Context: an optimization exercise on an open-source flow, tuned for small area, a short achievable clock period and few clock cycles. The choices shown serve that exercise and are no tape-out recipe.
At most, simulation tests tie the RTL to the original design; equivalence was not proved.
No functional check of the RTL was part of run 1.
Power figures rest on the tool's default switching activity, not on a simulated workload.

==> flow/design.v, too long to show whole: its modules and the start of the top module <==
// module JAM: 1232 lines
module JAM (
input CLK,
input RST,
output reg [2:0] W,
output reg [2:0] J,
input [6:0] Cost,
output reg [3:0] MatchCount,
output reg [9:0] MinCost,
output reg Valid );
  // ...
==> flow/run.sh <==
#!/bin/bash
# synth_recipe.tcl (not shown) runs the flow's synth.tcl, then flattens the netlist and writes it again
# the make line also repeats each setting of config.mk as NAME=value (left out here)
make -C /OpenROAD-flow-scripts/flow DESIGN_CONFIG=/design/flow/config.mk WORK_HOME=/design/flow/orfs CLKGATE_MAP_FILE= SYNTH_SCRIPT=/design/flow/synth_recipe.tcl finish
==> flow/config.mk <==
export PLATFORM = sky130hd
export DESIGN_NAME = JAM
export DESIGN_NICKNAME = JAM
export VERILOG_FILES = /design/flow/design.v
export SDC_FILE = /design/flow/constraint.sdc
export NUM_CORES = 4
export LEC_CHECK = 0
export ABC_AREA = 1
export CAP_MARGIN = 20
export CORE_MARGIN = 2
export CORE_UTILIZATION = 40
export SETUP_SLACK_MARGIN = 3.2
export SLEW_MARGIN = 20
export TNS_END_PERCENT = 100
==> flow/constraint.sdc <==
create_clock -name core_clock -period 5.0 [get_ports {CLK}]
set_input_delay 1.0000 -clock core_clock [delete_from_list [all_inputs] [get_ports {CLK}]]
set_output_delay 1.0000 -clock core_clock [all_outputs]
set_load 0.01 [all_outputs]
==> flow_metrics.py, run 1 <==
metrics = {
    "floorplan": {
        "pin_count": 30,
        "die_w_um": 403.8,
        "start_util": 0.4032,
    },
    "detailed_routing": {
        "routed_wl_mm": 187.0,
        "wl_per_cell_um": 19.13,
        "top_layer": "met5",
    },
    "pwr": {
        "power_switching_mw": 22.90,
        "powerClk_mw": 12.0,
        "intPower_mw": 33.53,
        "powerDensity_nw_per_um2": 669.1,
        "clockPowerShare": 0.213,
    },
    "logic_synthesis": {
        "ys_top_cells_by_count": "nand2_1 (1461), dfxtp_1 (1423), inv_1 (920)",
        "syn_area_um2": 63940,
        "synth_xor_xnor_area_share": 0.04863,
    },
    "sta": {
        "tightest_slew_ns": 0.8217,
        "setup_tns_ns": 0,
        "setup_viol": 0,
        "period_needed_ns": 2.381,
        "report.final.slew_viol_count": 0,
    },
    "place": {
        "hpwl_mm": 133.8,
    },
    "setup_path": {
        "critPathTopFamily": "flip-flops",
        "arrival_ns": 1.38,
        "cp-end-kind": "output pin",
    },
    "outcome": {
        "status": "complete, no violations",
    },
    "global_routing": {
        "grt_max_degree": 33,
        "grt_use_met3": 0.02731,
    },
}
==> module JAM, before the edit <==
module JAM (
input CLK,
input RST,
output reg [2:0] W,
output reg [2:0] J,
input [6:0] Cost,
output reg [3:0] MatchCount,
output reg [9:0] MinCost,
output reg Valid );
function [1:0] cmp8;
  input [7:0] p;
  input [7:0] q;
  reg [7:0] x, g;
  reg l;
  integer k;
  begin
    x = p ^ q;
    g = ~p & q;
    l = 1'b0;
    for (k = 0; k < 8; k = k + 1) l = g[k] | (~x[k] & l);
    cmp8 = {l, ~|x};
  end
endfunction
function [1:0] cmp9;
  input [8:0] p;
  input [8:0] q;
  reg [8:0] x, g;
  reg l;
  integer k;
  begin
    x = p ^ q;
    g = ~p & q;
    l = 1'b0;
    for (k = 0; k < 9; k = k + 1) l = g[k] | (~x[k] & l);
    cmp9 = {l, ~|x};
  end
endfunction
function [1:0] cmp10;
  input [9:0] p;
  input [9:0] q;
  reg [9:0] x, g;
  reg l;
  integer k;
  begin
    x = p ^ q;
    g = ~p & q;
    l = 1'b0;
    for (k = 0; k < 10; k = k + 1) l = g[k] | (~x[k] & l);
    cmp10 = {l, ~|x};
  end
endfunction
function [3:0] mul16;
  input [3:0] a;
  input [3:0] b;
  begin
    case ({a, b})
      8'd0: mul16 = 4'd0;
      8'd1: mul16 = 4'd0;
      8'd2: mul16 = 4'd0;
      8'd3: mul16 = 4'd0;
      8'd4: mul16 = 4'd0;
      8'd5: mul16 = 4'd0;
      8'd6: mul16 = 4'd0;
      8'd7: mul16 = 4'd0;
      8'd8: mul16 = 4'd0;
      8'd9: mul16 = 4'd0;
      8'd10: mul16 = 4'd0;
      8'd11: mul16 = 4'd0;
      8'd12: mul16 = 4'd0;
      8'd13: mul16 = 4'd0;
      8'd14: mul16 = 4'd0;
      8'd15: mul16 = 4'd0;
      8'd16: mul16 = 4'd0;
      8'd17: mul16 = 4'd1;
      8'd18: mul16 = 4'd2;
      8'd19: mul16 = 4'd3;
      8'd20: mul16 = 4'd4;
      8'd21: mul16 = 4'd5;
      8'd22: mul16 = 4'd6;
      8'd23: mul16 = 4'd7;
      8'd24: mul16 = 4'd8;
      8'd25: mul16 = 4'd9;
      8'd26: mul16 = 4'd10;
      8'd27: mul16 = 4'd11;
      8'd28: mul16 = 4'd12;
      8'd29: mul16 = 4'd13;
      8'd30: mul16 = 4'd14;
      8'd31: mul16 = 4'd15;
      8'd32: mul16 = 4'd0;
      8'd33: mul16 = 4'd2;
      8'd34: mul16 = 4'd4;
      8'd35: mul16 = 4'd6;
      8'd36: mul16 = 4'd8;
      8'd37: mul16 = 4'd10;
      8'd38: mul16 = 4'd12;
      8'd39: mul16 = 4'd14;
      8'd40: mul16 = 4'd0;
      8'd41: mul16 = 4'd2;
      8'd42: mul16 = 4'd4;
      8'd43: mul16 = 4'd6;
      8'd44: mul16 = 4'd8;
      8'd45: mul16 = 4'd10;
      8'd46: mul16 = 4'd12;
      8'd47: mul16 = 4'd14;
      8'd48: mul16 = 4'd0;
      8'd49: mul16 = 4'd3;
      8'd50: mul16 = 4'd6;
      8'd51: mul16 = 4'd9;
      8'd52: mul16 = 4'd12;
      8'd53: mul16 = 4'd15;
      8'd54: mul16 = 4'd2;
      8'd55: mul16 = 4'd5;
      8'd56: mul16 = 4'd8;
      8'd57: mul16 = 4'd11;
      8'd58: mul16 = 4'd14;
      8'd59: mul16 = 4'd1;
      8'd60: mul16 = 4'd4;
      8'd61: mul16 = 4'd7;
      8'd62: mul16 = 4'd10;
      8'd63: mul16 = 4'd13;
      8'd64: mul16 = 4'd0;
      8'd65: mul16 = 4'd4;
      8'd66: mul16 = 4'd8;
      8'd67: mul16 = 4'd12;
      8'd68: mul16 = 4'd0;
      8'd69: mul16 = 4'd4;
      8'd70: mul16 = 4'd8;
      8'd71: mul16 = 4'd12;
      8'd72: mul16 = 4'd0;
      8'd73: mul16 = 4'd4;
      8'd74: mul16 = 4'd8;
      8'd75: mul16 = 4'd12;
      8'd76: mul16 = 4'd0;
      8'd77: mul16 = 4'd4;
      8'd78: mul16 = 4'd8;
      8'd79: mul16 = 4'd12;
      8'd80: mul16 = 4'd0;
      8'd81: mul16 = 4'd5;
      8'd82: mul16 = 4'd10;
      8'd83: mul16 = 4'd15;
      8'd84: mul16 = 4'd4;
      8'd85: mul16 = 4'd9;
      8'd86: mul16 = 4'd14;
      8'd87: mul16 = 4'd3;
      8'd88: mul16 = 4'd8;
      8'd89: mul16 = 4'd13;
      8'd90: mul16 = 4'd2;
      8'd91: mul16 = 4'd7;
      8'd92: mul16 = 4'd12;
      8'd93: mul16 = 4'd1;
      8'd94: mul16 = 4'd6;
      8'd95: mul16 = 4'd11;
      8'd96: mul16 = 4'd0;
      8'd97: mul16 = 4'd6;
      8'd98: mul16 = 4'd12;
      8'd99: mul16 = 4'd2;
      8'd100: mul16 = 4'd8;
      8'd101: mul16 = 4'd14;
      8'd102: mul16 = 4'd4;
      8'd103: mul16 = 4'd10;
      8'd104: mul16 = 4'd0;
      8'd105: mul16 = 4'd6;
      8'd106: mul16 = 4'd12;
      8'd107: mul16 = 4'd2;
      8'd108: mul16 = 4'd8;
      8'd109: mul16 = 4'd14;
      8'd110: mul16 = 4'd4;
      8'd111: mul16 = 4'd10;
      8'd112: mul16 = 4'd0;
      8'd113: mul16 = 4'd7;
      8'd114: mul16 = 4'd14;
      8'd115: mul16 = 4'd5;
      8'd116: mul16 = 4'd12;
      8'd117: mul16 = 4'd3;
      8'd118: mul16 = 4'd10;
      8'd119: mul16 = 4'd1;
      8'd120: mul16 = 4'd8;
      8'd121: mul16 = 4'd15;
      8'd122: mul16 = 4'd6;
      8'd123: mul16 = 4'd13;
      8'd124: mul16 = 4'd4;
      8'd125: mul16 = 4'd11;
      8'd126: mul16 = 4'd2;
      8'd127: mul16 = 4'd9;
      8'd128: mul16 = 4'd0;
      8'd129: mul16 = 4'd8;
      8'd130: mul16 = 4'd0;
      8'd131: mul16 = 4'd8;
      8'd132: mul16 = 4'd0;
      8'd133: mul16 = 4'd8;
      8'd134: mul16 = 4'd0;
      8'd135: mul16 = 4'd8;
      8'd136: mul16 = 4'd0;
      8'd137: mul16 = 4'd8;
      8'd138: mul16 = 4'd0;
      8'd139: mul16 = 4'd8;
      8'd140: mul16 = 4'd0;
      8'd141: mul16 = 4'd8;
      8'd142: mul16 = 4'd0;
      8'd143: mul16 = 4'd8;
      8'd144: mul16 = 4'd0;
      8'd145: mul16 = 4'd9;
      8'd146: mul16 = 4'd2;
      8'd147: mul16 = 4'd11;
      8'd148: mul16 = 4'd4;
      8'd149: mul16 = 4'd13;
      8'd150: mul16 = 4'd6;
      8'd151: mul16 = 4'd15;
      8'd152: mul16 = 4'd8;
      8'd153: mul16 = 4'd1;
      8'd154: mul16 = 4'd10;
      8'd155: mul16 = 4'd3;
      8'd156: mul16 = 4'd12;
      8'd157: mul16 = 4'd5;
      8'd158: mul16 = 4'd14;
      8'd159: mul16 = 4'd7;
      8'd160: mul16 = 4'd0;
      8'd161: mul16 = 4'd10;
      8'd162: mul16 = 4'd4;
      8'd163: mul16 = 4'd14;
      8'd164: mul16 = 4'd8;
      8'd165: mul16 = 4'd2;
      8'd166: mul16 = 4'd12;
      8'd167: mul16 = 4'd6;
      8'd168: mul16 = 4'd0;
      8'd169: mul16 = 4'd10;
      8'd170: mul16 = 4'd4;
      8'd171: mul16 = 4'd14;
      8'd172: mul16 = 4'd8;
      8'd173: mul16 = 4'd2;
      8'd174: mul16 = 4'd12;
      8'd175: mul16 = 4'd6;
      8'd176: mul16 = 4'd0;
      8'd177: mul16 = 4'd11;
      8'd178: mul16 = 4'd6;
      8'd179: mul16 = 4'd1;
      8'd180: mul16 = 4'd12;
      8'd181: mul16 = 4'd7;
      8'd182: mul16 = 4'd2;
      8'd183: mul16 = 4'd13;
      8'd184: mul16 = 4'd8;
      8'd185: mul16 = 4'd3;
      8'd186: mul16 = 4'd14;
      8'd187: mul16 = 4'd9;
      8'd188: mul16 = 4'd4;
      8'd189: mul16 = 4'd15;
      8'd190: mul16 = 4'd10;
      8'd191: mul16 = 4'd5;
      8'd192: mul16 = 4'd0;
      8'd193: mul16 = 4'd12;
      8'd194: mul16 = 4'd8;
      8'd195: mul16 = 4'd4;
      8'd196: mul16 = 4'd0;
      8'd197: mul16 = 4'd12;
      8'd198: mul16 = 4'd8;
      8'd199: mul16 = 4'd4;
      8'd200: mul16 = 4'd0;
      8'd201: mul16 = 4'd12;
      8'd202: mul16 = 4'd8;
      8'd203: mul16 = 4'd4;
      8'd204: mul16 = 4'd0;
      8'd205: mul16 = 4'd12;
      8'd206: mul16 = 4'd8;
      8'd207: mul16 = 4'd4;
      8'd208: mul16 = 4'd0;
      8'd209: mul16 = 4'd13;
      8'd210: mul16 = 4'd10;
      8'd211: mul16 = 4'd7;
      8'd212: mul16 = 4'd4;
      8'd213: mul16 = 4'd1;
      8'd214: mul16 = 4'd14;
      8'd215: mul16 = 4'd11;
      8'd216: mul16 = 4'd8;
      8'd217: mul16 = 4'd5;
      8'd218: mul16 = 4'd2;
      8'd219: mul16 = 4'd15;
      8'd220: mul16 = 4'd12;
      8'd221: mul16 = 4'd9;
      8'd222: mul16 = 4'd6;
      8'd223: mul16 = 4'd3;
      8'd224: mul16 = 4'd0;
      8'd225: mul16 = 4'd14;
      8'd226: mul16 = 4'd12;
      8'd227: mul16 = 4'd10;
      8'd228: mul16 = 4'd8;
      8'd229: mul16 = 4'd6;
      8'd230: mul16 = 4'd4;
      8'd231: mul16 = 4'd2;
      8'd232: mul16 = 4'd0;
      8'd233: mul16 = 4'd14;
      8'd234: mul16 = 4'd12;
      8'd235: mul16 = 4'd10;
      8'd236: mul16 = 4'd8;
      8'd237: mul16 = 4'd6;
      8'd238: mul16 = 4'd4;
      8'd239: mul16 = 4'd2;
      8'd240: mul16 = 4'd0;
      8'd241: mul16 = 4'd15;
      8'd242: mul16 = 4'd14;
      8'd243: mul16 = 4'd13;
      8'd244: mul16 = 4'd12;
      8'd245: mul16 = 4'd11;
      8'd246: mul16 = 4'd10;
      8'd247: mul16 = 4'd9;
      8'd248: mul16 = 4'd8;
      8'd249: mul16 = 4'd7;
      8'd250: mul16 = 4'd6;
      8'd251: mul16 = 4'd5;
      8'd252: mul16 = 4'd4;
      8'd253: mul16 = 4'd3;
      8'd254: mul16 = 4'd2;
      8'd255: mul16 = 4'd1;
      default: mul16 = 4'd0;
    endcase
  end
endfunction
reg [7:0] cnt;
wire reading = (cnt[7:6] == 2'd0);
always @(posedge CLK or posedge RST)
  if (RST) cnt <= 8'd0;
  else if (cnt != 8'd255) cnt <= cnt + 8'd1;
wire [7:0] cntn = cnt + 8'd1;
reg [2:0] wnext;
always @(*) begin
  case (cntn[5:3])
    3'd0: wnext = 3'd0;
    3'd1: wnext = 3'd4;
    3'd2: wnext = 3'd1;
    3'd3: wnext = 3'd5;
    3'd4: wnext = 3'd2;
    3'd5: wnext = 3'd6;
    3'd6: wnext = 3'd3;
    3'd7: wnext = 3'd7;
    default: wnext = 3'd0;
  endcase
end
reg [2:0] Wi;    
always @(posedge CLK or posedge RST)
  if (RST) Wi <= 3'd0;
  else Wi <= wnext;
always @(posedge CLK) begin
  W <= RST ? 3'd0 : wnext;
  J <= RST ? 3'd0 : cntn[2:0];
end
reg [6:0] R0_0, R0_1, R0_2, R0_3, R0_4, R0_5, R0_6, R0_7;
reg [6:0] R1_0, R1_1, R1_2, R1_3, R1_4, R1_5, R1_6, R1_7;
reg [6:0] R2_0, R2_1, R2_2, R2_3, R2_4, R2_5, R2_6, R2_7;
reg [6:0] R3_0, R3_1, R3_2, R3_3, R3_4, R3_5, R3_6, R3_7;
reg [6:0] R4_0, R4_1, R4_2, R4_3, R4_4, R4_5, R4_6, R4_7;
reg [6:0] R5_0, R5_1, R5_2, R5_3, R5_4, R5_5, R5_6, R5_7;
reg [6:0] R6_0, R6_1, R6_2, R6_3, R6_4, R6_5, R6_6, R6_7;
reg [6:0] R7_0, R7_1, R7_2, R7_3, R7_4, R7_5, R7_6, R7_7;
always @(posedge CLK) begin
  R0_0 <= R0_1;
  R0_1 <= R0_2;
  R0_2 <= R0_3;
  R0_3 <= R0_4;
  R0_5 <= R0_6;
  R0_6 <= R0_7;
  R0_7 <= R0_0;
  R0_4 <= (reading && Wi == 3'd0) ? Cost : R0_5;
  R1_0 <= R1_1;
  R1_1 <= R1_2;
  R1_2 <= R1_3;
  R1_3 <= R1_4;
  R1_5 <= R1_6;
  R1_6 <= R1_7;
  R1_7 <= R1_0;
  R1_4 <= (reading && Wi == 3'd1) ? Cost : R1_5;
  R2_0 <= R2_1;
  R2_1 <= R2_2;
  R2_2 <= R2_3;
  R2_3 <= R2_4;
  R2_5 <= R2_6;
  R2_6 <= R2_7;
  R2_7 <= R2_0;
  R2_4 <= (reading && Wi == 3'd2) ? Cost : R2_5;
  R3_0 <= R3_1;
  R3_1 <= R3_2;
  R3_2 <= R3_3;
  R3_3 <= R3_4;
  R3_5 <= R3_6;
  R3_6 <= R3_7;
  R3_7 <= R3_0;
  R3_4 <= (reading && Wi == 3'd3) ? Cost : R3_5;
  R4_0 <= R4_1;
  R4_1 <= R4_2;
  R4_2 <= R4_3;
  R4_3 <= R4_4;
  R4_5 <= R4_6;
  R4_6 <= R4_7;
  R4_7 <= R4_0;
  R4_4 <= (reading && Wi == 3'd4) ? Cost : R4_5;
  R5_0 <= R5_1;
  R5_1 <= R5_2;
  R5_2 <= R5_3;
  R5_3 <= R5_4;
  R5_5 <= R5_6;
  R5_6 <= R5_7;
  R5_7 <= R5_0;
  R5_4 <= (reading && Wi == 3'd5) ? Cost : R5_5;
  R6_0 <= R6_1;
  R6_1 <= R6_2;
  R6_2 <= R6_3;
  R6_3 <= R6_4;
  R6_5 <= R6_6;
  R6_6 <= R6_7;
  R6_7 <= R6_0;
  R6_4 <= (reading && Wi == 3'd6) ? Cost : R6_5;
  R7_0 <= R7_1;
  R7_1 <= R7_2;
  R7_2 <= R7_3;
  R7_3 <= R7_4;
  R7_5 <= R7_6;
  R7_6 <= R7_7;
  R7_7 <= R7_0;
  R7_4 <= (reading && Wi == 3'd7) ? Cost : R7_5;
end
wire ev0 = (cnt >= 8'd57) && (cnt < 8'd127);
wire last0 = (cnt == 8'd126);
wire first0 = (cnt == 8'd57);
reg [7:1] ev, lst, fst;
always @(posedge CLK or posedge RST)
  if (RST) begin ev <= 7'd0; lst <= 7'd0; fst <= 7'd0; end
  else begin ev <= {ev[6:1], ev0}; lst <= {lst[6:1], last0}; fst <= {fst[6:1], first0}; end
wire [7:0] kn = cntn - 8'd56;
reg [3:0] patn;
always @(*) begin
  case (kn)
    8'd0: patn = 4'd0;
    8'd1: patn = 4'd0;
    8'd2: patn = 4'd0;
    8'd3: patn = 4'd0;
    8'd4: patn = 4'd0;
    8'd5: patn = 4'd0;
    8'd6: patn = 4'd0;
    8'd7: patn = 4'd0;
    8'd8: patn = 4'd1;
    8'd9: patn = 4'd1;
    8'd10: patn = 4'd1;
    8'd11: patn = 4'd1;
    8'd12: patn = 4'd1;
    8'd13: patn = 4'd1;
    8'd14: patn = 4'd1;
    8'd15: patn = 4'd1;
    8'd16: patn = 4'd2;
    8'd17: patn = 4'd2;
    8'd18: patn = 4'd2;
    8'd19: patn = 4'd2;
    8'd20: patn = 4'd2;
    8'd21: patn = 4'd2;
    8'd22: patn = 4'd2;
    8'd23: patn = 4'd2;
    8'd24: patn = 4'd3;
    8'd25: patn = 4'd3;
    8'd26: patn = 4'd3;
    8'd27: patn = 4'd3;
    8'd28: patn = 4'd3;
    8'd29: patn = 4'd3;
    8'd30: patn = 4'd3;
    8'd31: patn = 4'd3;
    8'd32: patn = 4'd4;
    8'd33: patn = 4'd4;
    8'd34: patn = 4'd4;
    8'd35: patn = 4'd4;
    8'd36: patn = 4'd4;
    8'd37: patn = 4'd4;
    8'd38: patn = 4'd4;
    8'd39: patn = 4'd4;
    8'd40: patn = 4'd5;
    8'd41: patn = 4'd5;
    8'd42: patn = 4'd5;
    8'd43: patn = 4'd5;
    8'd44: patn = 4'd5;
    8'd45: patn = 4'd5;
    8'd46: patn = 4'd5;
    8'd47: patn = 4'd5;
    8'd48: patn = 4'd6;
    8'd49: patn = 4'd6;
    8'd50: patn = 4'd6;
    8'd51: patn = 4'd6;
    8'd52: patn = 4'd6;
    8'd53: patn = 4'd6;
    8'd54: patn = 4'd6;
    8'd55: patn = 4'd6;
    8'd56: patn = 4'd7;
    8'd57: patn = 4'd7;
    8'd58: patn = 4'd7;
    8'd59: patn = 4'd7;
    8'd60: patn = 4'd7;
    8'd61: patn = 4'd7;
    8'd62: patn = 4'd7;
    8'd63: patn = 4'd7;
    8'd64: patn = 4'd8;
    8'd65: patn = 4'd8;
    8'd66: patn = 4'd8;
    8'd67: patn = 4'd8;
    8'd68: patn = 4'd9;
    8'd69: patn = 4'd9;
    default: patn = 4'd0;
  endcase
end
reg [3:0] patD0, patD1, patD2, patD3, patD4;
always @(posedge CLK) begin
  patD0 <= patn;
  patD1 <= patD0;
  patD2 <= patD1;
  patD3 <= patD2;
  patD4 <= patD3;
end
wire [6:0] X0_0 = R0_0;
wire [6:0] X1_0 = R1_0;
reg [6:0] X0_1; reg [6:0] X0_1_d;
always @(*) begin
  case (patD0)
    4'd0: X0_1_d = R0_2;
    4'd1: X0_1_d = R0_6;
    4'd2: X0_1_d = R0_2;
    4'd3: X0_1_d = R0_2;
    4'd4: X0_1_d = R0_2;
    4'd5: X0_1_d = R0_6;
    4'd6: X0_1_d = R0_6;
    4'd7: X0_1_d = R0_2;
    4'd8: X0_1_d = R0_2;
    4'd9: X0_1_d = R0_3;
    default: X0_1_d = R0_2;
  endcase
end
always @(posedge CLK) X0_1 <= X0_1_d;
reg [6:0] X1_1; reg [6:0] X1_1_d;
always @(*) begin
  case (patD0)
    4'd0: X1_1_d = R1_2;
    4'd1: X1_1_d = R1_6;
    4'd2: X1_1_d = R1_2;
    4'd3: X1_1_d = R1_2;
    4'd4: X1_1_d = R1_2;
    4'd5: X1_1_d = R1_6;
    4'd6: X1_1_d = R1_6;
    4'd7: X1_1_d = R1_2;
    4'd8: X1_1_d = R1_2;
    4'd9: X1_1_d = R1_3;
    default: X1_1_d = R1_2;
  endcase
end
always @(posedge CLK) X1_1 <= X1_1_d;
reg [6:0] X0_2; reg [6:0] X0_2_d;
always @(*) begin
  case (patD0)
    4'd0: X0_2_d = R0_3;
    4'd1: X0_2_d = R0_5;
    4'd2: X0_2_d = R0_3;
    4'd3: X0_2_d = R0_3;
    4'd4: X0_2_d = R0_5;
    4'd5: X0_2_d = R0_3;
    4'd6: X0_2_d = R0_3;
    4'd7: X0_2_d = R0_5;
    4'd8: X0_2_d = R0_5;
    4'd9: X0_2_d = R0_5;
    default: X0_2_d = R0_3;
  endcase
end
always @(posedge CLK) X0_2 <= X0_2_d;
reg [6:0] X1_2; reg [6:0] X1_2_d;
always @(*) begin
  case (patD0)
    4'd0: X1_2_d = R1_3;
    4'd1: X1_2_d = R1_5;
    4'd2: X1_2_d = R1_3;
    4'd3: X1_2_d = R1_3;
    4'd4: X1_2_d = R1_5;
    4'd5: X1_2_d = R1_3;
    4'd6: X1_2_d = R1_3;
    4'd7: X1_2_d = R1_5;
    4'd8: X1_2_d = R1_5;
    4'd9: X1_2_d = R1_5;
    default: X1_2_d = R1_3;
  endcase
end
always @(posedge CLK) X1_2 <= X1_2_d;
reg [6:0] X0_3; reg [6:0] X0_3_d;
always @(*) begin
  case (patD0)
    4'd0: X0_3_d = R0_4;
    4'd1: X0_3_d = R0_7;
    4'd2: X0_3_d = R0_6;
    4'd3: X0_3_d = R0_7;
    4'd4: X0_3_d = R0_4;
    4'd5: X0_3_d = R0_7;
    4'd6: X0_3_d = R0_4;
    4'd7: X0_3_d = R0_7;
    4'd8: X0_3_d = R0_6;
    4'd9: X0_3_d = R0_7;
    default: X0_3_d = R0_4;
  endcase
end
always @(posedge CLK) X0_3 <= X0_3_d;
reg [6:0] X1_3; reg [6:0] X1_3_d;
always @(*) begin
  case (patD0)
    4'd0: X1_3_d = R1_4;
    4'd1: X1_3_d = R1_7;
    4'd2: X1_3_d = R1_6;
    4'd3: X1_3_d = R1_7;
    4'd4: X1_3_d = R1_4;
    4'd5: X1_3_d = R1_7;
    4'd6: X1_3_d = R1_4;
    4'd7: X1_3_d = R1_7;
    4'd8: X1_3_d = R1_6;
    4'd9: X1_3_d = R1_7;
    default: X1_3_d = R1_4;
  endcase
end
always @(posedge CLK) X1_3 <= X1_3_d;
wire [6:0] X2_0 = R2_6;
reg [6:0] X2_1; reg [6:0] X2_1_d;
always @(*) begin
  case (patD2)
    4'd0: X2_1_d = R2_0;
    4'd1: X2_1_d = R2_4;
    4'd2: X2_1_d = R2_0;
    4'd3: X2_1_d = R2_0;
    4'd4: X2_1_d = R2_0;
    4'd5: X2_1_d = R2_4;
    4'd6: X2_1_d = R2_4;
    4'd7: X2_1_d = R2_0;
    4'd8: X2_1_d = R2_0;
    4'd9: X2_1_d = R2_1;
    default: X2_1_d = R2_0;
  endcase
end
always @(posedge CLK) X2_1 <= X2_1_d;
reg [6:0] X2_2; reg [6:0] X2_2_d;
always @(*) begin
  case (patD2)
    4'd0: X2_2_d = R2_1;
    4'd1: X2_2_d = R2_3;
    4'd2: X2_2_d = R2_1;
    4'd3: X2_2_d = R2_1;
    4'd4: X2_2_d = R2_3;
    4'd5: X2_2_d = R2_1;
    4'd6: X2_2_d = R2_1;
    4'd7: X2_2_d = R2_3;
    4'd8: X2_2_d = R2_3;
    4'd9: X2_2_d = R2_3;
    default: X2_2_d = R2_1;
  endcase
end
always @(posedge CLK) X2_2 <= X2_2_d;
reg [6:0] X2_3; reg [6:0] X2_3_d;
always @(*) begin
  case (patD2)
    4'd0: X2_3_d = R2_2;
    4'd1: X2_3_d = R2_5;
    4'd2: X2_3_d = R2_4;
    4'd3: X2_3_d = R2_5;
    4'd4: X2_3_d = R2_2;
    4'd5: X2_3_d = R2_5;
    4'd6: X2_3_d = R2_2;
    4'd7: X2_3_d = R2_5;
    4'd8: X2_3_d = R2_4;
    4'd9: X2_3_d = R2_5;
    default: X2_3_d = R2_2;
  endcase
end
always @(posedge CLK) X2_3 <= X2_3_d;
wire [6:0] X3_0 = R3_4;
reg [6:0] X3_1; reg [6:0] X3_1_d;
always @(*) begin
  case (patD4)
    4'd0: X3_1_d = R3_6;
    4'd1: X3_1_d = R3_2;
    4'd2: X3_1_d = R3_6;
    4'd3: X3_1_d = R3_6;
    4'd4: X3_1_d = R3_6;
    4'd5: X3_1_d = R3_2;
    4'd6: X3_1_d = R3_2;
    4'd7: X3_1_d = R3_6;
    4'd8: X3_1_d = R3_6;
    4'd9: X3_1_d = R3_7;
    default: X3_1_d = R3_6;
  endcase
end
always @(posedge CLK) X3_1 <= X3_1_d;
reg [6:0] X3_2; reg [6:0] X3_2_d;
always @(*) begin
  case (patD4)
    4'd0: X3_2_d = R3_7;
    4'd1: X3_2_d = R3_1;
    4'd2: X3_2_d = R3_7;
    4'd3: X3_2_d = R3_7;
    4'd4: X3_2_d = R3_1;
    4'd5: X3_2_d = R3_7;
    4'd6: X3_2_d = R3_7;
    4'd7: X3_2_d = R3_1;
    4'd8: X3_2_d = R3_1;
    4'd9: X3_2_d = R3_1;
    default: X3_2_d = R3_7;
  endcase
end
always @(posedge CLK) X3_2 <= X3_2_d;
reg [6:0] X3_3; reg [6:0] X3_3_d;
always @(*) begin
  case (patD4)
    4'd0: X3_3_d = R3_0;
    4'd1: X3_3_d = R3_3;
    4'd2: X3_3_d = R3_2;
    4'd3: X3_3_d = R3_3;
    4'd4: X3_3_d = R3_0;
    4'd5: X3_3_d = R3_3;
    4'd6: X3_3_d = R3_0;
    4'd7: X3_3_d = R3_3;
    4'd8: X3_3_d = R3_2;
    4'd9: X3_3_d = R3_3;
    default: X3_3_d = R3_0;
  endcase
end
always @(posedge CLK) X3_3 <= X3_3_d;
reg [7:0] TS_01_1, TS_01_2;
reg [7:0] TS_02_1, TS_02_2;
reg [7:0] TS_03_1, TS_03_2;
reg [7:0] TS_12_1, TS_12_2;
reg [7:0] TS_13_1, TS_13_2;
reg [7:0] TS_23_1, TS_23_2;
always @(posedge CLK) begin
  TS_01_1 <= X0_0 + X1_1;
  TS_01_2 <= X0_1 + X1_0;
  TS_02_1 <= X0_0 + X1_2;
  TS_02_2 <= X0_2 + X1_0;
  TS_03_1 <= X0_0 + X1_3;
  TS_03_2 <= X0_3 + X1_0;
  TS_12_1 <= X0_1 + X1_2;
  TS_12_2 <= X0_2 + X1_1;
  TS_13_1 <= X0_1 + X1_3;
  TS_13_2 <= X0_3 + X1_1;
  TS_23_1 <= X0_2 + X1_3;
  TS_23_2 <= X0_3 + X1_2;
end
wire [1:0] TP_01_c = cmp8(TS_01_1, TS_01_2);
reg [7:0] TP_01; reg TP_01_e;
wire [1:0] TP_02_c = cmp8(TS_02_1, TS_02_2);
reg [7:0] TP_02; reg TP_02_e;
wire [1:0] TP_03_c = cmp8(TS_03_1, TS_03_2);
reg [7:0] TP_03; reg TP_03_e;
wire [1:0] TP_12_c = cmp8(TS_12_1, TS_12_2);
reg [7:0] TP_12; reg TP_12_e;
wire [1:0] TP_13_c = cmp8(TS_13_1, TS_13_2);
reg [7:0] TP_13; reg TP_13_e;
wire [1:0] TP_23_c = cmp8(TS_23_1, TS_23_2);
reg [7:0] TP_23; reg TP_23_e;
always @(posedge CLK) begin
  TP_01 <= TP_01_c[1] ? TS_01_1 : TS_01_2;
  TP_01_e <= TP_01_c[0];
  TP_02 <= TP_02_c[1] ? TS_02_1 : TS_02_2;
  TP_02_e <= TP_02_c[0];
  TP_03 <= TP_03_c[1] ? TS_03_1 : TS_03_2;
  TP_03_e <= TP_03_c[0];
  TP_12 <= TP_12_c[1] ? TS_12_1 : TS_12_2;
  TP_12_e <= TP_12_c[0];
  TP_13 <= TP_13_c[1] ? TS_13_1 : TS_13_2;
  TP_13_e <= TP_13_c[0];
  TP_23 <= TP_23_c[1] ? TS_23_1 : TS_23_2;
  TP_23_e <= TP_23_c[0];
end
reg [5:0] TE2, TE3;
always @(posedge CLK) begin
  TE2 <= {TP_23_e, TP_13_e, TP_12_e, TP_03_e, TP_02_e, TP_01_e};
  TE3 <= TE2;
end
reg [8:0] TU3_012_0, TU3_012_1, TU3_012_2;
reg [8:0] TU3_013_0, TU3_013_1, TU3_013_3;
reg [8:0] TU3_023_0, TU3_023_2, TU3_023_3;
reg [8:0] TU3_123_1, TU3_123_2, TU3_123_3;
always @(posedge CLK) begin
  TU3_012_0 <= {1'b0, TP_12} + {2'b0, X2_0};
  TU3_012_1 <= {1'b0, TP_02} + {2'b0, X2_1};
  TU3_012_2 <= {1'b0, TP_01} + {2'b0, X2_2};
  TU3_013_0 <= {1'b0, TP_13} + {2'b0, X2_0};
  TU3_013_1 <= {1'b0, TP_03} + {2'b0, X2_1};
  TU3_013_3 <= {1'b0, TP_01} + {2'b0, X2_3};
  TU3_023_0 <= {1'b0, TP_23} + {2'b0, X2_0};
  TU3_023_2 <= {1'b0, TP_03} + {2'b0, X2_2};
  TU3_023_3 <= {1'b0, TP_02} + {2'b0, X2_3};
  TU3_123_1 <= {1'b0, TP_23} + {2'b0, X2_1};
  TU3_123_2 <= {1'b0, TP_13} + {2'b0, X2_2};
  TU3_123_3 <= {1'b0, TP_12} + {2'b0, X2_3};
end
wire [1:0] TF3_012_c01 = cmp9(TU3_012_0, TU3_012_1);
wire [1:0] TF3_012_c02 = cmp9(TU3_012_0, TU3_012_2);
wire [1:0] TF3_012_c12 = cmp9(TU3_012_1, TU3_012_2);
wire TF3_012_m0 = ~(~TF3_012_c01[1] & ~TF3_012_c01[0]) & ~(~TF3_012_c02[1] & ~TF3_012_c02[0]);
wire TF3_012_m1 = ~TF3_012_c01[1] & ~(~TF3_012_c12[1] & ~TF3_012_c12[0]);
wire TF3_012_m2 = ~TF3_012_c02[1] & ~TF3_012_c12[1];
reg [8:0] TV3_012; reg [2:0] TM3_012;
always @(posedge CLK) begin
  TV3_012 <= ({9{TF3_012_m0}} & TU3_012_0) | ({9{TF3_012_m1}} & TU3_012_1) | ({9{TF3_012_m2}} & TU3_012_2);
  TM3_012 <= {TF3_012_m2, TF3_012_m1, TF3_012_m0};
end
wire [1:0] TF3_013_c01 = cmp9(TU3_013_0, TU3_013_1);
wire [1:0] TF3_013_c02 = cmp9(TU3_013_0, TU3_013_3);
wire [1:0] TF3_013_c12 = cmp9(TU3_013_1, TU3_013_3);
wire TF3_013_m0 = ~(~TF3_013_c01[1] & ~TF3_013_c01[0]) & ~(~TF3_013_c02[1] & ~TF3_013_c02[0]);
wire TF3_013_m1 = ~TF3_013_c01[1] & ~(~TF3_013_c12[1] & ~TF3_013_c12[0]);
wire TF3_013_m2 = ~TF3_013_c02[1] & ~TF3_013_c12[1];
reg [8:0] TV3_013; reg [2:0] TM3_013;
always @(posedge CLK) begin
  TV3_013 <= ({9{TF3_013_m0}} & TU3_013_0) | ({9{TF3_013_m1}} & TU3_013_1) | ({9{TF3_013_m2}} & TU3_013_3);
  TM3_013 <= {TF3_013_m2, TF3_013_m1, TF3_013_m0};
end
wire [1:0] TF3_023_c01 = cmp9(TU3_023_0, TU3_023_2);
wire [1:0] TF3_023_c02 = cmp9(TU3_023_0, TU3_023_3);
wire [1:0] TF3_023_c12 = cmp9(TU3_023_2, TU3_023_3);
wire TF3_023_m0 = ~(~TF3_023_c01[1] & ~TF3_023_c01[0]) & ~(~TF3_023_c02[1] & ~TF3_023_c02[0]);
wire TF3_023_m1 = ~TF3_023_c01[1] & ~(~TF3_023_c12[1] & ~TF3_023_c12[0]);
wire TF3_023_m2 = ~TF3_023_c02[1] & ~TF3_023_c12[1];
reg [8:0] TV3_023; reg [2:0] TM3_023;
always @(posedge CLK) begin
  TV3_023 <= ({9{TF3_023_m0}} & TU3_023_0) | ({9{TF3_023_m1}} & TU3_023_2) | ({9{TF3_023_m2}} & TU3_023_3);
  TM3_023 <= {TF3_023_m2, TF3_023_m1, TF3_023_m0};
end
wire [1:0] TF3_123_c01 = cmp9(TU3_123_1, TU3_123_2);
wire [1:0] TF3_123_c02 = cmp9(TU3_123_1, TU3_123_3);
wire [1:0] TF3_123_c12 = cmp9(TU3_123_2, TU3_123_3);
wire TF3_123_m0 = ~(~TF3_123_c01[1] & ~TF3_123_c01[0]) & ~(~TF3_123_c02[1] & ~TF3_123_c02[0]);
wire TF3_123_m1 = ~TF3_123_c01[1] & ~(~TF3_123_c12[1] & ~TF3_123_c12[0]);
wire TF3_123_m2 = ~TF3_123_c02[1] & ~TF3_123_c12[1];
reg [8:0] TV3_123; reg [2:0] TM3_123;
always @(posedge CLK) begin
  TV3_123 <= ({9{TF3_123_m0}} & TU3_123_1) | ({9{TF3_123_m1}} & TU3_123_2) | ({9{TF3_123_m2}} & TU3_123_3);
  TM3_123 <= {TF3_123_m2, TF3_123_m1, TF3_123_m0};
end
reg [8:0] TU4_0, TU4_1, TU4_2, TU4_3;
reg [2:0] TN3_0, TN3_1, TN3_2, TN3_3;
always @(posedge CLK) begin
  TU4_0 <= TV3_123 + {2'b0, X3_0};    
  TN3_0 <= ({3{TM3_123[0]}} & {1'b0, TE3[5], ~TE3[5]}) + ({3{TM3_123[1]}} & {1'b0, TE3[4], ~TE3[4]}) + ({3{TM3_123[2]}} & {1'b0, TE3[3], ~TE3[3]});
  TU4_1 <= TV3_023 + {2'b0, X3_1};    
  TN3_1 <= ({3{TM3_023[0]}} & {1'b0, TE3[5], ~TE3[5]}) + ({3{TM3_023[1]}} & {1'b0, TE3[2], ~TE3[2]}) + ({3{TM3_023[2]}} & {1'b0, TE3[1], ~TE3[1]});
  TU4_2 <= TV3_013 + {2'b0, X3_2};    
  TN3_2 <= ({3{TM3_013[0]}} & {1'b0, TE3[4], ~TE3[4]}) + ({3{TM3_013[1]}} & {1'b0, TE3[2], ~TE3[2]}) + ({3{TM3_013[2]}} & {1'b0, TE3[0], ~TE3[0]});
  TU4_3 <= TV3_012 + {2'b0, X3_3};    
  TN3_3 <= ({3{TM3_012[0]}} & {1'b0, TE3[3], ~TE3[3]}) + ({3{TM3_012[1]}} & {1'b0, TE3[1], ~TE3[1]}) + ({3{TM3_012[2]}} & {1'b0, TE3[0], ~TE3[0]});
end
wire [1:0] TF4_c01 = cmp9(TU4_0, TU4_1);
wire [1:0] TF4_c02 = cmp9(TU4_0, TU4_2);
wire [1:0] TF4_c03 = cmp9(TU4_0, TU4_3);
wire [1:0] TF4_c12 = cmp9(TU4_1, TU4_2);
wire [1:0] TF4_c13 = cmp9(TU4_1, TU4_3);
wire [1:0] TF4_c23 = cmp9(TU4_2, TU4_3);
wire TF4_m0 = ~(~TF4_c01[1] & ~TF4_c01[0]) & ~(~TF4_c02[1] & ~TF4_c02[0]) & ~(~TF4_c03[1] & ~TF4_c03[0]);
wire TF4_m1 = ~TF4_c01[1] & ~(~TF4_c12[1] & ~TF4_c12[0]) & ~(~TF4_c13[1] & ~TF4_c13[0]);
wire TF4_m2 = ~TF4_c02[1] & ~TF4_c12[1] & ~(~TF4_c23[1] & ~TF4_c23[0]);
wire TF4_m3 = ~TF4_c03[1] & ~TF4_c13[1] & ~TF4_c23[1];
wire [3:0] TN01 = {1'b0, TN3_0} + {1'b0, TN3_1};
wire [3:0] TN23 = {1'b0, TN3_2} + {1'b0, TN3_3};
reg [8:0] TV4; reg [3:0] TCA, TCB;    
always @(posedge CLK) begin
  TV4 <= ({9{TF4_m0}} & TU4_0) | ({9{TF4_m1}} & TU4_1) | ({9{TF4_m2}} & TU4_2) | ({9{TF4_m3}} & TU4_3);
  TCA <= (TF4_m0 & TF4_m1) ? TN01 : TF4_m0 ? {1'b0, TN3_0} : TF4_m1 ? {1'b0, TN3_1} : 4'd0;
  TCB <= (TF4_m2 & TF4_m3) ? TN23 : TF4_m2 ? {1'b0, TN3_2} : TF4_m3 ? {1'b0, TN3_3} : 4'd0;
end
reg [6:0] X4_0; reg [6:0] X4_0_d;
always @(*) begin
  case (patD0)
    4'd0: X4_0_d = R4_5;
    4'd1: X4_0_d = R4_3;
    4'd2: X4_0_d = R4_5;
    4'd3: X4_0_d = R4_5;
    4'd4: X4_0_d = R4_3;
    4'd5: X4_0_d = R4_5;
    4'd6: X4_0_d = R4_5;
    4'd7: X4_0_d = R4_3;
    4'd8: X4_0_d = R4_3;
    4'd9: X4_0_d = R4_6;
    default: X4_0_d = R4_5;
  endcase
end
always @(posedge CLK) X4_0 <= X4_0_d;
reg [6:0] X5_0; reg [6:0] X5_0_d;
always @(*) begin
  case (patD0)
    4'd0: X5_0_d = R5_5;
    4'd1: X5_0_d = R5_3;
    4'd2: X5_0_d = R5_5;
    4'd3: X5_0_d = R5_5;
    4'd4: X5_0_d = R5_3;
    4'd5: X5_0_d = R5_5;
    4'd6: X5_0_d = R5_5;
    4'd7: X5_0_d = R5_3;
    4'd8: X5_0_d = R5_3;
    4'd9: X5_0_d = R5_6;
    default: X5_0_d = R5_5;
  endcase
end
always @(posedge CLK) X5_0 <= X5_0_d;
reg [6:0] X4_1; reg [6:0] X4_1_d;
always @(*) begin
  case (patD0)
    4'd0: X4_1_d = R4_6;
    4'd1: X4_1_d = R4_2;
    4'd2: X4_1_d = R4_4;
    4'd3: X4_1_d = R4_6;
    4'd4: X4_1_d = R4_6;
    4'd5: X4_1_d = R4_2;
    4'd6: X4_1_d = R4_2;
    4'd7: X4_1_d = R4_6;
    4'd8: X4_1_d = R4_4;
    4'd9: X4_1_d = R4_2;
    default: X4_1_d = R4_6;
  endcase
end
always @(posedge CLK) X4_1 <= X4_1_d;
reg [6:0] X5_1; reg [6:0] X5_1_d;
always @(*) begin
  case (patD0)
    4'd0: X5_1_d = R5_6;
    4'd1: X5_1_d = R5_2;
    4'd2: X5_1_d = R5_4;
    4'd3: X5_1_d = R5_6;
    4'd4: X5_1_d = R5_6;
    4'd5: X5_1_d = R5_2;
    4'd6: X5_1_d = R5_2;
    4'd7: X5_1_d = R5_6;
    4'd8: X5_1_d = R5_4;
    4'd9: X5_1_d = R5_2;
    default: X5_1_d = R5_6;
  endcase
end
always @(posedge CLK) X5_1 <= X5_1_d;
wire [6:0] X4_2 = R4_7;
wire [6:0] X5_2 = R5_7;
reg [6:0] X4_3; reg [6:0] X4_3_d;
always @(*) begin
  case (patD0)
    4'd0: X4_3_d = R4_7;
    4'd1: X4_3_d = R4_4;
    4'd2: X4_3_d = R4_7;
    4'd3: X4_3_d = R4_4;
    4'd4: X4_3_d = R4_7;
    4'd5: X4_3_d = R4_4;
    4'd6: X4_3_d = R4_7;
    4'd7: X4_3_d = R4_4;
    4'd8: X4_3_d = R4_7;
    4'd9: X4_3_d = R4_4;
    default: X4_3_d = R4_7;
  endcase
end
always @(posedge CLK) X4_3 <= X4_3_d;
reg [6:0] X5_3; reg [6:0] X5_3_d;
always @(*) begin
  case (patD0)
    4'd0: X5_3_d = R5_7;
    4'd1: X5_3_d = R5_4;
    4'd2: X5_3_d = R5_7;
    4'd3: X5_3_d = R5_4;
    4'd4: X5_3_d = R5_7;
    4'd5: X5_3_d = R5_4;
    4'd6: X5_3_d = R5_7;
    4'd7: X5_3_d = R5_4;
    4'd8: X5_3_d = R5_7;
    4'd9: X5_3_d = R5_4;
    default: X5_3_d = R5_7;
  endcase
end
always @(posedge CLK) X5_3 <= X5_3_d;
reg [6:0] X6_0; reg [6:0] X6_0_d;
always @(*) begin
  case (patD2)
    4'd0: X6_0_d = R6_3;
    4'd1: X6_0_d = R6_1;
    4'd2: X6_0_d = R6_3;
    4'd3: X6_0_d = R6_3;
    4'd4: X6_0_d = R6_1;
    4'd5: X6_0_d = R6_3;
    4'd6: X6_0_d = R6_3;
    4'd7: X6_0_d = R6_1;
    4'd8: X6_0_d = R6_1;
    4'd9: X6_0_d = R6_4;
    default: X6_0_d = R6_3;
  endcase
end
always @(posedge CLK) X6_0 <= X6_0_d;
reg [6:0] X6_1; reg [6:0] X6_1_d;
always @(*) begin
  case (patD2)
    4'd0: X6_1_d = R6_4;
    4'd1: X6_1_d = R6_0;
    4'd2: X6_1_d = R6_2;
    4'd3: X6_1_d = R6_4;
    4'd4: X6_1_d = R6_4;
    4'd5: X6_1_d = R6_0;
    4'd6: X6_1_d = R6_0;
    4'd7: X6_1_d = R6_4;
    4'd8: X6_1_d = R6_2;
    4'd9: X6_1_d = R6_0;
    default: X6_1_d = R6_4;
  endcase
end
always @(posedge CLK) X6_1 <= X6_1_d;
wire [6:0] X6_2 = R6_5;
reg [6:0] X6_3; reg [6:0] X6_3_d;
always @(*) begin
  case (patD2)
    4'd0: X6_3_d = R6_5;
    4'd1: X6_3_d = R6_2;
    4'd2: X6_3_d = R6_5;
    4'd3: X6_3_d = R6_2;
    4'd4: X6_3_d = R6_5;
    4'd5: X6_3_d = R6_2;
    4'd6: X6_3_d = R6_5;
    4'd7: X6_3_d = R6_2;
    4'd8: X6_3_d = R6_5;
    4'd9: X6_3_d = R6_2;
    default: X6_3_d = R6_5;
  endcase
end
always @(posedge CLK) X6_3 <= X6_3_d;
reg [6:0] X7_0; reg [6:0] X7_0_d;
always @(*) begin
  case (patD4)
    4'd0: X7_0_d = R7_1;
    4'd1: X7_0_d = R7_7;
    4'd2: X7_0_d = R7_1;
    4'd3: X7_0_d = R7_1;
    4'd4: X7_0_d = R7_7;
    4'd5: X7_0_d = R7_1;
    4'd6: X7_0_d = R7_1;
    4'd7: X7_0_d = R7_7;
    4'd8: X7_0_d = R7_7;
    4'd9: X7_0_d = R7_2;
    default: X7_0_d = R7_1;
  endcase
end
always @(posedge CLK) X7_0 <= X7_0_d;
reg [6:0] X7_1; reg [6:0] X7_1_d;
always @(*) begin
  case (patD4)
    4'd0: X7_1_d = R7_2;
    4'd1: X7_1_d = R7_6;
    4'd2: X7_1_d = R7_0;
    4'd3: X7_1_d = R7_2;
    4'd4: X7_1_d = R7_2;
    4'd5: X7_1_d = R7_6;
    4'd6: X7_1_d = R7_6;
    4'd7: X7_1_d = R7_2;
    4'd8: X7_1_d = R7_0;
    4'd9: X7_1_d = R7_6;
    default: X7_1_d = R7_2;
  endcase
end
always @(posedge CLK) X7_1 <= X7_1_d;
wire [6:0] X7_2 = R7_3;
reg [6:0] X7_3; reg [6:0] X7_3_d;
always @(*) begin
  case (patD4)
    4'd0: X7_3_d = R7_3;
    4'd1: X7_3_d = R7_0;
    4'd2: X7_3_d = R7_3;
    4'd3: X7_3_d = R7_0;
    4'd4: X7_3_d = R7_3;
    4'd5: X7_3_d = R7_0;
    4'd6: X7_3_d = R7_3;
    4'd7: X7_3_d = R7_0;
    4'd8: X7_3_d = R7_3;
    4'd9: X7_3_d = R7_0;
    default: X7_3_d = R7_3;
  endcase
end
always @(posedge CLK) X7_3 <= X7_3_d;
reg [7:0] BS_01_1, BS_01_2;
reg [7:0] BS_02_1, BS_02_2;
reg [7:0] BS_03_1, BS_03_2;
reg [7:0] BS_12_1, BS_12_2;
reg [7:0] BS_13_1, BS_13_2;
reg [7:0] BS_23_1, BS_23_2;
always @(posedge CLK) begin
  BS_01_1 <= X4_0 + X5_1;
  BS_01_2 <= X4_1 + X5_0;
  BS_02_1 <= X4_0 + X5_2;
  BS_02_2 <= X4_2 + X5_0;
  BS_03_1 <= X4_0 + X5_3;
  BS_03_2 <= X4_3 + X5_0;
  BS_12_1 <= X4_1 + X5_2;
  BS_12_2 <= X4_2 + X5_1;
  BS_13_1 <= X4_1 + X5_3;
  BS_13_2 <= X4_3 + X5_1;
  BS_23_1 <= X4_2 + X5_3;
  BS_23_2 <= X4_3 + X5_2;
end
wire [1:0] BP_01_c = cmp8(BS_01_1, BS_01_2);
reg [7:0] BP_01; reg BP_01_e;
wire [1:0] BP_02_c = cmp8(BS_02_1, BS_02_2);
reg [7:0] BP_02; reg BP_02_e;
wire [1:0] BP_03_c = cmp8(BS_03_1, BS_03_2);
reg [7:0] BP_03; reg BP_03_e;
wire [1:0] BP_12_c = cmp8(BS_12_1, BS_12_2);
reg [7:0] BP_12; reg BP_12_e;
wire [1:0] BP_13_c = cmp8(BS_13_1, BS_13_2);
reg [7:0] BP_13; reg BP_13_e;
wire [1:0] BP_23_c = cmp8(BS_23_1, BS_23_2);
reg [7:0] BP_23; reg BP_23_e;
always @(posedge CLK) begin
  BP_01 <= BP_01_c[1] ? BS_01_1 : BS_01_2;
  BP_01_e <= BP_01_c[0];
  BP_02 <= BP_02_c[1] ? BS_02_1 : BS_02_2;
  BP_02_e <= BP_02_c[0];
  BP_03 <= BP_03_c[1] ? BS_03_1 : BS_03_2;
  BP_03_e <= BP_03_c[0];
  BP_12 <= BP_12_c[1] ? BS_12_1 : BS_12_2;
  BP_12_e <= BP_12_c[0];
  BP_13 <= BP_13_c[1] ? BS_13_1 : BS_13_2;
  BP_13_e <= BP_13_c[0];
  BP_23 <= BP_23_c[1] ? BS_23_1 : BS_23_2;
  BP_23_e <= BP_23_c[0];
end
reg [5:0] BE2, BE3;
always @(posedge CLK) begin
  BE2 <= {BP_23_e, BP_13_e, BP_12_e, BP_03_e, BP_02_e, BP_01_e};
  BE3 <= BE2;
end
reg [8:0] BU3_012_0, BU3_012_1, BU3_012_2;
reg [8:0] BU3_013_0, BU3_013_1, BU3_013_3;
reg [8:0] BU3_023_0, BU3_023_2, BU3_023_3;
reg [8:0] BU3_123_1, BU3_123_2, BU3_123_3;
always @(posedge CLK) begin
  BU3_012_0 <= {1'b0, BP_12} + {2'b0, X6_0};
  BU3_012_1 <= {1'b0, BP_02} + {2'b0, X6_1};
  BU3_012_2 <= {1'b0, BP_01} + {2'b0, X6_2};
  BU3_013_0 <= {1'b0, BP_13} + {2'b0, X6_0};
  BU3_013_1 <= {1'b0, BP_03} + {2'b0, X6_1};
  BU3_013_3 <= {1'b0, BP_01} + {2'b0, X6_3};
  BU3_023_0 <= {1'b0, BP_23} + {2'b0, X6_0};
  BU3_023_2 <= {1'b0, BP_03} + {2'b0, X6_2};
  BU3_023_3 <= {1'b0, BP_02} + {2'b0, X6_3};
  BU3_123_1 <= {1'b0, BP_23} + {2'b0, X6_1};
  BU3_123_2 <= {1'b0, BP_13} + {2'b0, X6_2};
  BU3_123_3 <= {1'b0, BP_12} + {2'b0, X6_3};
end
wire [1:0] BF3_012_c01 = cmp9(BU3_012_0, BU3_012_1);
wire [1:0] BF3_012_c02 = cmp9(BU3_012_0, BU3_012_2);
wire [1:0] BF3_012_c12 = cmp9(BU3_012_1, BU3_012_2);
wire BF3_012_m0 = ~(~BF3_012_c01[1] & ~BF3_012_c01[0]) & ~(~BF3_012_c02[1] & ~BF3_012_c02[0]);
wire BF3_012_m1 = ~BF3_012_c01[1] & ~(~BF3_012_c12[1] & ~BF3_012_c12[0]);
wire BF3_012_m2 = ~BF3_012_c02[1] & ~BF3_012_c12[1];
reg [8:0] BV3_012; reg [2:0] BM3_012;
always @(posedge CLK) begin
  BV3_012 <= ({9{BF3_012_m0}} & BU3_012_0) | ({9{BF3_012_m1}} & BU3_012_1) | ({9{BF3_012_m2}} & BU3_012_2);
  BM3_012 <= {BF3_012_m2, BF3_012_m1, BF3_012_m0};
end
wire [1:0] BF3_013_c01 = cmp9(BU3_013_0, BU3_013_1);
wire [1:0] BF3_013_c02 = cmp9(BU3_013_0, BU3_013_3);
wire [1:0] BF3_013_c12 = cmp9(BU3_013_1, BU3_013_3);
wire BF3_013_m0 = ~(~BF3_013_c01[1] & ~BF3_013_c01[0]) & ~(~BF3_013_c02[1] & ~BF3_013_c02[0]);
wire BF3_013_m1 = ~BF3_013_c01[1] & ~(~BF3_013_c12[1] & ~BF3_013_c12[0]);
wire BF3_013_m2 = ~BF3_013_c02[1] & ~BF3_013_c12[1];
reg [8:0] BV3_013; reg [2:0] BM3_013;
always @(posedge CLK) begin
  BV3_013 <= ({9{BF3_013_m0}} & BU3_013_0) | ({9{BF3_013_m1}} & BU3_013_1) | ({9{BF3_013_m2}} & BU3_013_3);
  BM3_013 <= {BF3_013_m2, BF3_013_m1, BF3_013_m0};
end
wire [1:0] BF3_023_c01 = cmp9(BU3_023_0, BU3_023_2);
wire [1:0] BF3_023_c02 = cmp9(BU3_023_0, BU3_023_3);
wire [1:0] BF3_023_c12 = cmp9(BU3_023_2, BU3_023_3);
wire BF3_023_m0 = ~(~BF3_023_c01[1] & ~BF3_023_c01[0]) & ~(~BF3_023_c02[1] & ~BF3_023_c02[0]);
wire BF3_023_m1 = ~BF3_023_c01[1] & ~(~BF3_023_c12[1] & ~BF3_023_c12[0]);
wire BF3_023_m2 = ~BF3_023_c02[1] & ~BF3_023_c12[1];
reg [8:0] BV3_023; reg [2:0] BM3_023;
always @(posedge CLK) begin
  BV3_023 <= ({9{BF3_023_m0}} & BU3_023_0) | ({9{BF3_023_m1}} & BU3_023_2) | ({9{BF3_023_m2}} & BU3_023_3);
  BM3_023 <= {BF3_023_m2, BF3_023_m1, BF3_023_m0};
end
wire [1:0] BF3_123_c01 = cmp9(BU3_123_1, BU3_123_2);
wire [1:0] BF3_123_c02 = cmp9(BU3_123_1, BU3_123_3);
wire [1:0] BF3_123_c12 = cmp9(BU3_123_2, BU3_123_3);
wire BF3_123_m0 = ~(~BF3_123_c01[1] & ~BF3_123_c01[0]) & ~(~BF3_123_c02[1] & ~BF3_123_c02[0]);
wire BF3_123_m1 = ~BF3_123_c01[1] & ~(~BF3_123_c12[1] & ~BF3_123_c12[0]);
wire BF3_123_m2 = ~BF3_123_c02[1] & ~BF3_123_c12[1];
reg [8:0] BV3_123; reg [2:0] BM3_123;
always @(posedge CLK) begin
  BV3_123 <= ({9{BF3_123_m0}} & BU3_123_1) | ({9{BF3_123_m1}} & BU3_123_2) | ({9{BF3_123_m2}} & BU3_123_3);
  BM3_123 <= {BF3_123_m2, BF3_123_m1, BF3_123_m0};
end
reg [8:0] BU4_0, BU4_1, BU4_2, BU4_3;
reg [2:0] BN3_0, BN3_1, BN3_2, BN3_3;
always @(posedge CLK) begin
  BU4_0 <= BV3_123 + {2'b0, X7_0};    
  BN3_0 <= ({3{BM3_123[0]}} & {1'b0, BE3[5], ~BE3[5]}) + ({3{BM3_123[1]}} & {1'b0, BE3[4], ~BE3[4]}) + ({3{BM3_123[2]}} & {1'b0, BE3[3], ~BE3[3]});
  BU4_1 <= BV3_023 + {2'b0, X7_1};    
  BN3_1 <= ({3{BM3_023[0]}} & {1'b0, BE3[5], ~BE3[5]}) + ({3{BM3_023[1]}} & {1'b0, BE3[2], ~BE3[2]}) + ({3{BM3_023[2]}} & {1'b0, BE3[1], ~BE3[1]});
  BU4_2 <= BV3_013 + {2'b0, X7_2};    
  BN3_2 <= ({3{BM3_013[0]}} & {1'b0, BE3[4], ~BE3[4]}) + ({3{BM3_013[1]}} & {1'b0, BE3[2], ~BE3[2]}) + ({3{BM3_013[2]}} & {1'b0, BE3[0], ~BE3[0]});
  BU4_3 <= BV3_012 + {2'b0, X7_3};    
  BN3_3 <= ({3{BM3_012[0]}} & {1'b0, BE3[3], ~BE3[3]}) + ({3{BM3_012[1]}} & {1'b0, BE3[1], ~BE3[1]}) + ({3{BM3_012[2]}} & {1'b0, BE3[0], ~BE3[0]});
end
wire [1:0] BF4_c01 = cmp9(BU4_0, BU4_1);
wire [1:0] BF4_c02 = cmp9(BU4_0, BU4_2);
wire [1:0] BF4_c03 = cmp9(BU4_0, BU4_3);
wire [1:0] BF4_c12 = cmp9(BU4_1, BU4_2);
wire [1:0] BF4_c13 = cmp9(BU4_1, BU4_3);
wire [1:0] BF4_c23 = cmp9(BU4_2, BU4_3);
wire BF4_m0 = ~(~BF4_c01[1] & ~BF4_c01[0]) & ~(~BF4_c02[1] & ~BF4_c02[0]) & ~(~BF4_c03[1] & ~BF4_c03[0]);
wire BF4_m1 = ~BF4_c01[1] & ~(~BF4_c12[1] & ~BF4_c12[0]) & ~(~BF4_c13[1] & ~BF4_c13[0]);
wire BF4_m2 = ~BF4_c02[1] & ~BF4_c12[1] & ~(~BF4_c23[1] & ~BF4_c23[0]);
wire BF4_m3 = ~BF4_c03[1] & ~BF4_c13[1] & ~BF4_c23[1];
wire [3:0] BN01 = {1'b0, BN3_0} + {1'b0, BN3_1};
wire [3:0] BN23 = {1'b0, BN3_2} + {1'b0, BN3_3};
reg [8:0] BV4; reg [3:0] BCA, BCB;    
always @(posedge CLK) begin
  BV4 <= ({9{BF4_m0}} & BU4_0) | ({9{BF4_m1}} & BU4_1) | ({9{BF4_m2}} & BU4_2) | ({9{BF4_m3}} & BU4_3);
  BCA <= (BF4_m0 & BF4_m1) ? BN01 : BF4_m0 ? {1'b0, BN3_0} : BF4_m1 ? {1'b0, BN3_1} : 4'd0;
  BCB <= (BF4_m2 & BF4_m3) ? BN23 : BF4_m2 ? {1'b0, BN3_2} : BF4_m3 ? {1'b0, BN3_3} : 4'd0;
end
reg [9:0] tot; reg [3:0] Fn, Gn;
always @(posedge CLK) begin
  tot <= {1'b0, TV4} + {1'b0, BV4};
  Fn <= TCA + TCB;
  Gn <= BCA + BCB;
end
wire [3:0] totn = mul16(Fn, Gn);
reg [9:0] mc; reg [3:0] mn;
wire [1:0] tc = cmp10(tot, mc);
wire ld = fst[7] || (ev[7] && tc[1]);
wire acc = ev[7] && tc[0];
wire [9:0] mc_n = ld ? tot : mc;
wire [3:0] mn_n = ld ? totn : acc ? mn + totn : mn;
always @(posedge CLK) begin
  mc <= mc_n; mn <= mn_n;
  if (ld) MinCost <= tot;
  if (ld) MatchCount <= totn; else if (acc) MatchCount <= MatchCount + totn;
  Valid <= RST ? 1'b0 : (Valid | lst[7]);
end
endmodule
==> inputs of run 2 (changes only) <==
--- a/flow/design.v
+++ b/flow/design.v
@@ -1227,4 +1227,4 @@
   mc <= mc_n; mn <= mn_n;
-  if (ld) MinCost <= tot;
-  if (ld) MatchCount <= totn; else if (acc) MatchCount <= MatchCount + totn;
+  MinCost <= RST ? 10'd0 : mc_n;
+  MatchCount <= RST ? 4'd0 : mn_n;
   Valid <= RST ? 1'b0 : (Valid | lst[7]);
--- a/flow/config.mk
+++ b/flow/config.mk
@@ -11,3 +11,4 @@
 export CORE_UTILIZATION = 40
-export SETUP_SLACK_MARGIN = 3.2
+export PLACE_DENSITY = 0.7
+export SETUP_SLACK_MARGIN = 2.7
 export SLEW_MARGIN = 20
==> flow_metrics.py, run 2 <==
metrics = {
    "sta": {
        "finalHoldViolCount": 0,
        "finalWorstSetupSlack_ns": 2.744,
        "rsz0062_at_grt": "yes",
        "report.final.slew_viol_count": 0,
        "relSlewSlack": 0.3643,
        "fmax_ghz": 0.4434,
        "setup_tns_ns": 0,
        "period_needed_ns": 2.256,
        "tightest_slew_ns": 0.9479,
        "finClkSkew_ns": 0.04423,
        "fin_crit_sh": 0.4511,
        "setup_viol": 0,
    },
    "floorplan": {
        "pin_count": 30,
        "rows": 147,
        "core_area_um2": 160200,
        "die_area_um2": 164300,
        "start_util": 0.4021,
        "die_h_um": 405.3,
        "die_w_um": 405.3,
    },
    "finish": {
        "mostFrequentLayoutCell": "nand2_1",
        "fin_area_um2": 73140,
        "multiInputGateArea_um2": 31130,
        "drive_above_1_share": 0.06451,
        "regArea_um2": 29880,
        "post_layout_nonfiller_instances": 9542,
        "area.growth.synth_to_final_pct": 13.54,
        "nFillCells": 15041,
        "fin_nets": 8237,
        "reg_top3": "MinCost x10, mc x10, tot x10",
        "layout_common_cells": "nand2_1 (1468), dfxtp_1 (1430), inv_1 (915)",
    },
    "clock_network": {
        "cts_root_buf": "clkbuf_16",
        "hold_buffers": 0,
        "cts_tree": "built",
        "cts_buffers": 145,
        "h-tree-depth": 4,
        "clockBufferDepth": 3,
        "clock_latency_ns": 0.80,
        "clk_pin_slew_ns": 0.06,
        "clkSinkCount": 1483,
    },
    "detailed_routing": {
        "num_vias": 46476,
        "ant_nets": 0,
        "drc_errors": 0,
        "wl_per_cell_um": 17.60,
        "dr.pass1.iters": 6,
        "viasPerCell": 4.871,
        "routed_wl_mm": 167.9,
        "dr.first_iter.drc_count": 3712,
    },
    "global_routing": {
        "grt_max_degree": 33,
        "grt-busiest-layer": "met2",
        "overflow": 0,
        "antenna_found_initial": 12,
        "grt_pass1_wl_mm": 257.8,
        "grt_use_met3": 0.02521,
        "grt_usage": 0.2023,
        "gr-usage-met2": 0.3312,
        "gr-usage-met1": 0.2753,
        "grt_pass1_vias": 45538,
    },
    "logic_synthesis": {
        "ys_types": 49,
        "synthArstFlopShare": 0.02158,
        "ys_top_cells_by_count": "nand2_1 (1481), dfxtp_1 (1451), inv_1 (920)",
        "seq_area_frac_synth": 0.4633,
        "synth.most_common_cell": "nand2_1",
        "ys.flop_type": "dfxtp_1",
        "yosysTopAreaCell": "dfxtp_1",
        "synth_top_area_frac": 0.4509,
        "syn_avg_cell_area_um2": 9.073,
        "synth_nets": 8073,
        "synth_seq_cells": 1483,
        "yosys_warnings": 1,
        "syn_area_um2": 64420,
        "synthesis.instances": 7100,
        "synth_area_leaders": "dfxtp_1 (45%), ha_1 (17%), nand2_1 (8.6%)",
        "synth_edf_count": 0,
    },
    "setup_path": {
        "critPathRequiredTime_ns": 4.00,
        "path_max_fanout": 1,
        "startpoint_type": "register",
        "r2r_slack_ns": 2.77,
        "r2r_end": "X2_2[4]",
        "cpPeakStageDelay_ns": 0.34,
        "rr_worst_depth": 8,
        "path_depth": 1,
        "arrival_ns": 1.26,
        "reg2reg_from": "patD2[1]",
        "cp-end-kind": "output pin",
        "cp-endpoint": "MinCost[1]",
        "path_buf_inv": 1,
        "crit_chain": "buf_2",
        "critPathTopFamily": "flip-flops",
        "path_class": "reg -> out",
        "startpoint": "MinCost[1]",
        "critPathSlowestCell": "dfxtp_1",
    },
    "pwr": {
        "clockPowerShare": 0.249,
        "intPower_mw": 27.73,
        "switching_share": 0.3966,
        "p_seq_frac": 0.366,
        "combPwrFrac": 0.385,
        "powerDensity_nw_per_um2": 628.2,
        "power_mw": 45.95,
        "ir_worst_vdd_uv": 444.1,
        "p_leak_nw": 35.96,
        "power_switching_mw": 18.22,
    },
    "place": {
        "port_buffers": 29,
        "place_ws_ns": 2.239,
        "gp_congestion": 0.9411,
        "dpl_cell_area_um2": 67250,
        "dp_cells": 9236,
        "hpwl_mm": 131.3,
    },
    "hold_path": {
        "hold_path_class": "reg -> reg",
    },
    "job": {
        "max-cap-violations": 0,
    },
    "outcome": {
        "status": "complete, no violations",
    },
}
[run 2: worst min path at each step]
stage               slack (ns)  depth (start not counted)  endpoint  startpoint
floorplan                 0.31                          0    BE2[0]     BP_01_e
finish                    0.32                          0   R7_3[0]     R7_4[0]
CTS                       0.31                          0   R7_3[0]     R7_4[0]
detailed placement        0.31                          0   R2_6[0]     R2_7[0]
global placement          0.31                          0   R6_6[2]     R6_7[2]
global route              0.32                          0   R7_3[0]     R7_4[0]
[run 2: layout make-up]
| class | count | share of cell area |
|---|---|---|
| sequential | 1483 | 0.4085 |
| timing repair inverter | 6 | 0.0006158 |
| inverter | 949 | 0.04966 |
| clock buffer | 196 | 0.05676 |
| tap | 2160 | 0.03695 |
| antenna | 3 | 0.0001026 |
| multi-input combinational | 4600 | 0.4257 |
| clock inverter | 66 | 0.01293 |
| timing repair buffer | 79 | 0.008810 |
[run 2: metal layers]
metal | up-vias | routed length (µm)
met5 | - | 0
met4 | 0 | 4852
met3 | 265 | 8235
met2 | 1197 | 76300
met1 | 21592 | 78540
li1 | 23422 | -
[run 2: worst register-to-register path: cells and delay by family (launching register included)]
kind                   cells  cell delay [ns]
AOI/OAI and AO/OA          1             0.77
DFF                        1             0.49
and+or+nand+nor            5             0.61
buffers and inverters      2             0.31
[run 2: per-stage QoR]
stage | util | hold slack [ns]
after floorplan | - | 0.3096
after CTS | 0.4527 | 0.3121
after global routing | 0.4565 | 0.3172
after global placement | 0.4197 | 0.3098
after detailed placement | 0.4198 | 0.3121
final | 0.4566 | 0.3206
[run 2: timing repair]
action / 4_1_cts / 5_1_grt
hold endpoints to repair: 0 / 0
setup buffers: 12 / 23
resized for setup: 136 / 133
endpoints found under the setup margin: 170 / 237
gates cloned: 0 / 6
pin swaps: 5 / 19
[run 2: power by group through the flow]
stage	Clock [mW]	Sequential, mW	Combinational, mW
final	11.4	16.8	17.7
after global routing	12.1	17.0	20.0
after CTS	11.6	16.8	16.7
after detailed placement	0	17.1	16.2
after global placement	0	17.0	15.9
after floorplan	0	15.8	12.0
[run 2: cells by family after synthesis]
kind of cell    after synthesis  share of synthesized area
buf+inv                    1017                    0.05978
xor+xnor                    354                    0.04825
fa+ha+maj                   964                     0.1966
mux                           6                   0.001049
flops                      1483                     0.4633
simple gates               2295                     0.1459
compound gates              981                    0.08513
Testbench counts of run 2, summed over its fixed seeds: cycles 5,392.

-- separate check: timing with driven ports --
How much do the figures lean on ideal ports? The routed layouts below were timed once more, with nothing changed but the port constraints. Step 1: set_driving_cell puts a clkbuf_16 on CLK and a buf_2 on each other input, an assumption about the parent block. Step 2, shift: input delay + t, output delay - t, t = (earliest + latest rising clock arrival at the registers) / 2. This alone moves slack from input paths to output paths. Three values: ideal, step 1, step 2; two values: the first two.
run	t, ns	setup WS [ns]	worst setup path after step 2	slew at the worst register clock pin (ns)	worst slew at a driven data input, ns
run 1	0.865	2.619 / 2.544 / 2.566	input to register	0.07 / 0.07	0.06
run 2	0.857	2.744 / 2.671 / 2.584	input to register	0.07 / 0.07	0.03
After both steps every run listed still meets setup and hold. For run 2, which loses most, drivers alone change the setup slack by -0.073 ns; drivers and shift together by -0.160 ns.
